This is an optimization exercise on Yosys and OpenROAD, whose aim is small area, a short achievable clock period and few clock cycles, not a production implementation.
In this exercise RTL edits were held to simulation tests only and were not proved equivalent to the original.

run H:
Design rv32i_core, start of the top module:
module rv32i_core (
    input  logic        clk,
    input  logic        rst_n,
    output logic [31:0] imem_addr,
    input  logic [31:0] imem_rdata,
    output logic [31:0] dmem_addr,
    output logic [3:0]  dmem_we,
    output logic [31:0] dmem_wdata,
    input  logic [31:0] dmem_rdata,
    output logic        halt
);
    localparam logic [4:0] LUI    = 5'b01101;
    localparam logic [4:0] AUIPC  = 5'b00101;
    localparam logic [4:0] JAL    = 5'b11011;
    localparam logic [4:0] JALR   = 5'b11001;
    localparam logic [4:0] BRANCH = 5'b11000;
    localparam logic [4:0] LOAD   = 5'b00000;
    localparam logic [4:0] STORE  = 5'b01000;
    localparam logic [4:0] OP_IMM = 5'b00100;
    localparam logic [4:0] OP     = 5'b01100;
    localparam logic [4:0] SYSTEM = 5'b11100;
    logic [31:2] pc_f;       
    logic        halt_r;
    logic [31:0] a_reg, op2x;
    logic [31:0] x_reg;      
    logic [4:0]  e_rd;
    logic        e_jalr, e_store, e_load, e_wb, e_sys, e_sub;
    logic        e_beq, e_blt, e_bltu, e_binv;
    logic        e_r_add, e_r_sl, e_r_sr, e_r_slt, e_r_sltu, e_r_xor, e_r_or, e_r_and, e_r_x;
    logic        e_sra, e_sb, e_sh;
    logic        e_lb, e_lh, e_lw, e_ld_s;
    logic        e_fa, e_fo, e_fx;    
    logic [31:0] m_res;      
    logic [31:0] m_wdata;
    logic [3:0]  m_we;
    logic [4:0]  m_rd;
    logic        m_wb, m_lb, m_lh, m_lw, m_ld_s;
    logic [31:0] fi;
    assign fi = imem_rdata;
    logic [4:0] f_op;
    logic [2:0] f_f3;
    logic [4:0] f_rd, rs1_f, rs2_f;
    assign f_op  = fi[6:2];
    assign f_f3  = fi[14:12];
    assign f_rd  = fi[11:7];
    assign rs1_f = fi[19:15];
    assign rs2_f = fi[24:20];
    logic f_lui, f_auipc, f_jal, f_jalr, f_br, f_load, f_store, f_opimm, f_op_r, f_sys, f_alu;
    assign f_lui   = (f_op == LUI);
    assign f_auipc = (f_op == AUIPC);
    assign f_jal   = (f_op == JAL);
    assign f_jalr  = (f_op == JALR);
  ...
clock: 11.0 ns
lec_check: 0
cap_margin: 20
core_margin: 2
core_utilization: 30
place_density: 0.5
slew_margin: 20
synth_hierarchical: 1
standard.sh (not shown) runs the stock make flow with config.mk's settings and CLKGATE_MAP_FILE= SYNTH_SCRIPT=/design/flow/synth_recipe.tcl, a recipe that flattens the netlist after the stock synthesis.
==> flow/flow/run.sh <==
#!/bin/bash
# Layout flow: the standard ORFS flow (standard.sh, unchanged synthesis and
# steps) with these changes:
#  - the port buffers are sky130_fd_sc_hd__buf_2 cells rather than the delay
#    cells buffer_ports picks by default;
#  - clock tree synthesis uses sky130_fd_sc_hd__clkbuf_16 only, clusters of up
#    to 20 sinks within 100 um, and adds no dummy loads (fewer clock buffers;
#    flip-flop clock slew stays near 100 ps);
set -uo pipefail
CTS="-sink_clustering_enable -repair_clock_nets -dont_use_dummy_load"
CTS="$CTS -buf_list sky130_fd_sc_hd__clkbuf_16 -sink_clustering_size 20 -sink_clustering_max_diameter 100"
if ! bash standard.sh "BUFFER_PORTS_ARGS=-buffer_cell sky130_fd_sc_hd__buf_2" "CTS_ARGS=$CTS" \
        "SETUP_SLACK_MARGIN=6.5" finish > orfs_flow.log 2>&1; then
    tail -40 orfs_flow.log
    exit 1
fi
Testbench counts of run H, summed over its fixed seeds: cycles 39,729.
Relative to run H, the following input files were edited for run A:
diff --git a/flow/design.v b/flow/design.v
--- a/flow/design.v
+++ b/flow/design.v
@@ -33,21 +33,23 @@
     logic [31:0] x_reg;      
     logic [4:0]  e_rd;
     logic        e_jalr, e_store, e_load, e_wb, e_sys, e_sub;
     logic        e_beq, e_blt, e_bltu, e_binv;
     logic        e_r_add, e_r_sl, e_r_sr, e_r_slt, e_r_sltu, e_r_xor, e_r_or, e_r_and, e_r_x;
     logic        e_sra, e_sb, e_sh;
     logic        e_lb, e_lh, e_lw, e_ld_s;
     logic        e_fa, e_fo, e_fx;    
+    logic        e_wa, e_wo, e_wx;    
     logic [31:0] m_res;      
     logic [31:0] m_wdata;
     logic [3:0]  m_we;
     logic [4:0]  m_rd;
     logic        m_wb, m_lb, m_lh, m_lw, m_ld_s;
+    logic [31:0] w_res;
     logic [31:0] fi;
     assign fi = imem_rdata;
     logic [4:0] f_op;
     logic [2:0] f_f3;
     logic [4:0] f_rd, rs1_f, rs2_f;
     assign f_op  = fi[6:2];
     assign f_f3  = fi[14:12];
     assign f_rd  = fi[11:7];
@@ -68,19 +70,27 @@
     logic f_use1, f_use2;    
     assign f_use1 = ~(f_lui | f_auipc | f_jal);
     assign f_use2 = f_op_r | f_br | f_store;
     logic [31:0] f_imm;      
     assign f_imm = f_store ? {{21{fi[31]}}, fi[30:25], fi[11:7]} : {{21{fi[31]}}, fi[30:20]};
     logic f_sub;
     assign f_sub = f_br | (f_op_r & fi[30] & (f_f3 == 3'b000)) | (f_alu & (f_f3[2:1] == 2'b01));
     logic [31:0] ea, eo, ex;
-    assign ea = e_fa ? m_res : a_reg;
-    assign eo = e_fo ? (m_res ^ {32{e_sub}}) : op2x;
-    assign ex = e_fx ? m_res : x_reg;
+    always_comb begin
+        if (e_fa)       ea = m_res;
+        else if (e_wa)  ea = w_res;
+        else            ea = a_reg;
+        if (e_fo)       eo = m_res ^ {32{e_sub}};
+        else if (e_wo)  eo = w_res ^ {32{e_sub}};
+        else            eo = op2x;
+        if (e_fx)       ex = m_res;
+        else if (e_wx)  ex = w_res;
+        else            ex = x_reg;
+    end
     logic [32:0] sum33;
     assign sum33 = {1'b0, ea} + {1'b0, eo} + {32'd0, e_sub};
     logic [31:0] sum;
     assign sum = sum33[31:0];
     logic ltu, lt;
     assign ltu = ~sum33[32];
     assign lt  = (ea[31] ^ ~eo[31]) ? ea[31] : ltu;
     logic eq;
@@ -185,18 +195,18 @@
             end
             assign t1[gb][10] = ~(sel1[31] & rf[31][gb]);
             assign t2[gb][10] = ~(sel2[31] & rf[31][gb]);
             assign rf_rs1[gb] = ~&t1[gb];
             assign rf_rs2[gb] = ~&t2[gb];
         end
     endgenerate
     logic [31:0] f_rs1, f_rs2;
-    assign f_rs1 = (m_wb & (m_rd == rs1_f)) ? wb_data : rf_rs1;
-    assign f_rs2 = (m_wb & (m_rd == rs2_f)) ? wb_data : rf_rs2;
+    assign f_rs1 = rf_rs1;
+    assign f_rs2 = rf_rs2;
     assign imem_addr = {pc_f, 2'b00};
     logic [31:2] f_pc4;
     assign f_pc4 = pc_f + 30'd1;
     logic [31:0] f_imm_b, f_imm_j;
     assign f_imm_b = {{20{fi[31]}}, fi[7], fi[30:25], fi[11:8], 1'b0};
     assign f_imm_j = {{12{fi[31]}}, fi[19:12], fi[20], fi[30:21], 1'b0};
     logic [31:0] f_tgt_b, f_tgt_j, f_tgt_u;
     assign f_tgt_b = {pc_f, 2'b00} + f_imm_b;
@@ -216,19 +226,21 @@
     end
     logic [31:0] f_x;
     always_comb begin
         if (f_store)              f_x = f_rs2;
         else if (f_lui)           f_x = {fi[31:12], 12'b0};
         else if (f_auipc)         f_x = f_tgt_u;
         else                      f_x = {f_pc4, 2'b00};     
     end
-    logic f_fa, f_fb;
+    logic f_fa, f_fb, f_wa, f_wb;
     assign f_fa = e_wb & (e_rd == rs1_f);
     assign f_fb = e_wb & (e_rd == rs2_f);
+    assign f_wa = m_wb & (m_rd == rs1_f);
+    assign f_wb = m_wb & (m_rd == rs2_f);
     logic go, halting;
     assign halting = halt_r | e_sys;
     assign go = ~halting & ~e_redir & ~stall;
     always_ff @(posedge clk or negedge rst_n) begin
         if (!rst_n) begin
             pc_f    <= 30'h0040_0000;    
             halt_r  <= 1'b0;
             e_jalr  <= 1'b0;
@@ -276,21 +288,25 @@
         e_lh     <= f_load & (f_f3[1:0] == 2'b01);
         e_lw     <= f_load & f_f3[1];
         e_ld_s   <= ~f_f3[2];
         e_sb     <= f_f3[1:0] == 2'b00;
         e_sh     <= f_f3[1:0] == 2'b01;
         e_fa     <= f_fa;
         e_fo     <= f_fb & (f_op_r | f_br);
         e_fx     <= f_fb;
+        e_wa     <= f_wa;
+        e_wo     <= f_wb & (f_op_r | f_br);
+        e_wx     <= f_wb;
         a_reg    <= f_rs1;
         x_reg    <= f_x;
         op2x     <= ((f_op_r | f_br) ? f_rs2 : f_imm) ^ {32{f_sub}};
         m_res    <= e_res;
         m_wdata  <= e_wdata;
         m_rd     <= e_rd;
         m_lb     <= e_lb;
         m_lh     <= e_lh;
         m_lw     <= e_lw;
         m_ld_s   <= e_ld_s;
+        w_res    <= wb_data;
     end
     assign halt = halt_r;
 endmodule
--- outcome ---
Between run H and run A, the difference in simple-gate share of the synthesized area is negligible. Relative to run H, the count of cells resized by post-cts repair measured on run A has decreased by more than a quarter. Min post-synthesis xor/xnor area fraction across run H and run A: run A. Changes observed in run A relative to run H: clock distribution area overhead in the final layout saw little to no change, fill cell instance count of the final layout saw an increase, critical path depth saw a decrease, final area saw an increase, mux contribution to synthesized area saw a decrease. Run A: global routing usage on met3 0.81 points above run H.
Testbench counts of run A, summed over its fixed seeds: cycles 39,729.

re-timing with driven ports:
Ports are ideal in the flow. The routed layouts listed here were re-timed in OpenROAD.
Step 1 sets driving cells, clkbuf_16 on the clock port and buf_2 on the other inputs (assumed; they add their load-dependent delay and slew).
Step 2, shift: input delay + t, output delay - t, t = (earliest + latest rising clock arrival at the registers) / 2. This alone moves slack from input paths to output paths.
Slacks: no drivers / after step 1 / after step 2; pairs: no drivers / after step 1.
| run | t (ns) | setup slack, ns | pins driven straight from the clock port |
|---|---|---|---|
| run H | 0.782 | 6.374 / 6.302 / 5.519 | 1 |
| run A | 0.776 | 6.415 / 6.387 / 5.611 | 1 |
After both steps setup and hold are still met in every run listed. The setup slack of run H, which loses most, moves by -0.072 ns with the drivers and by -0.855 ns with both steps.
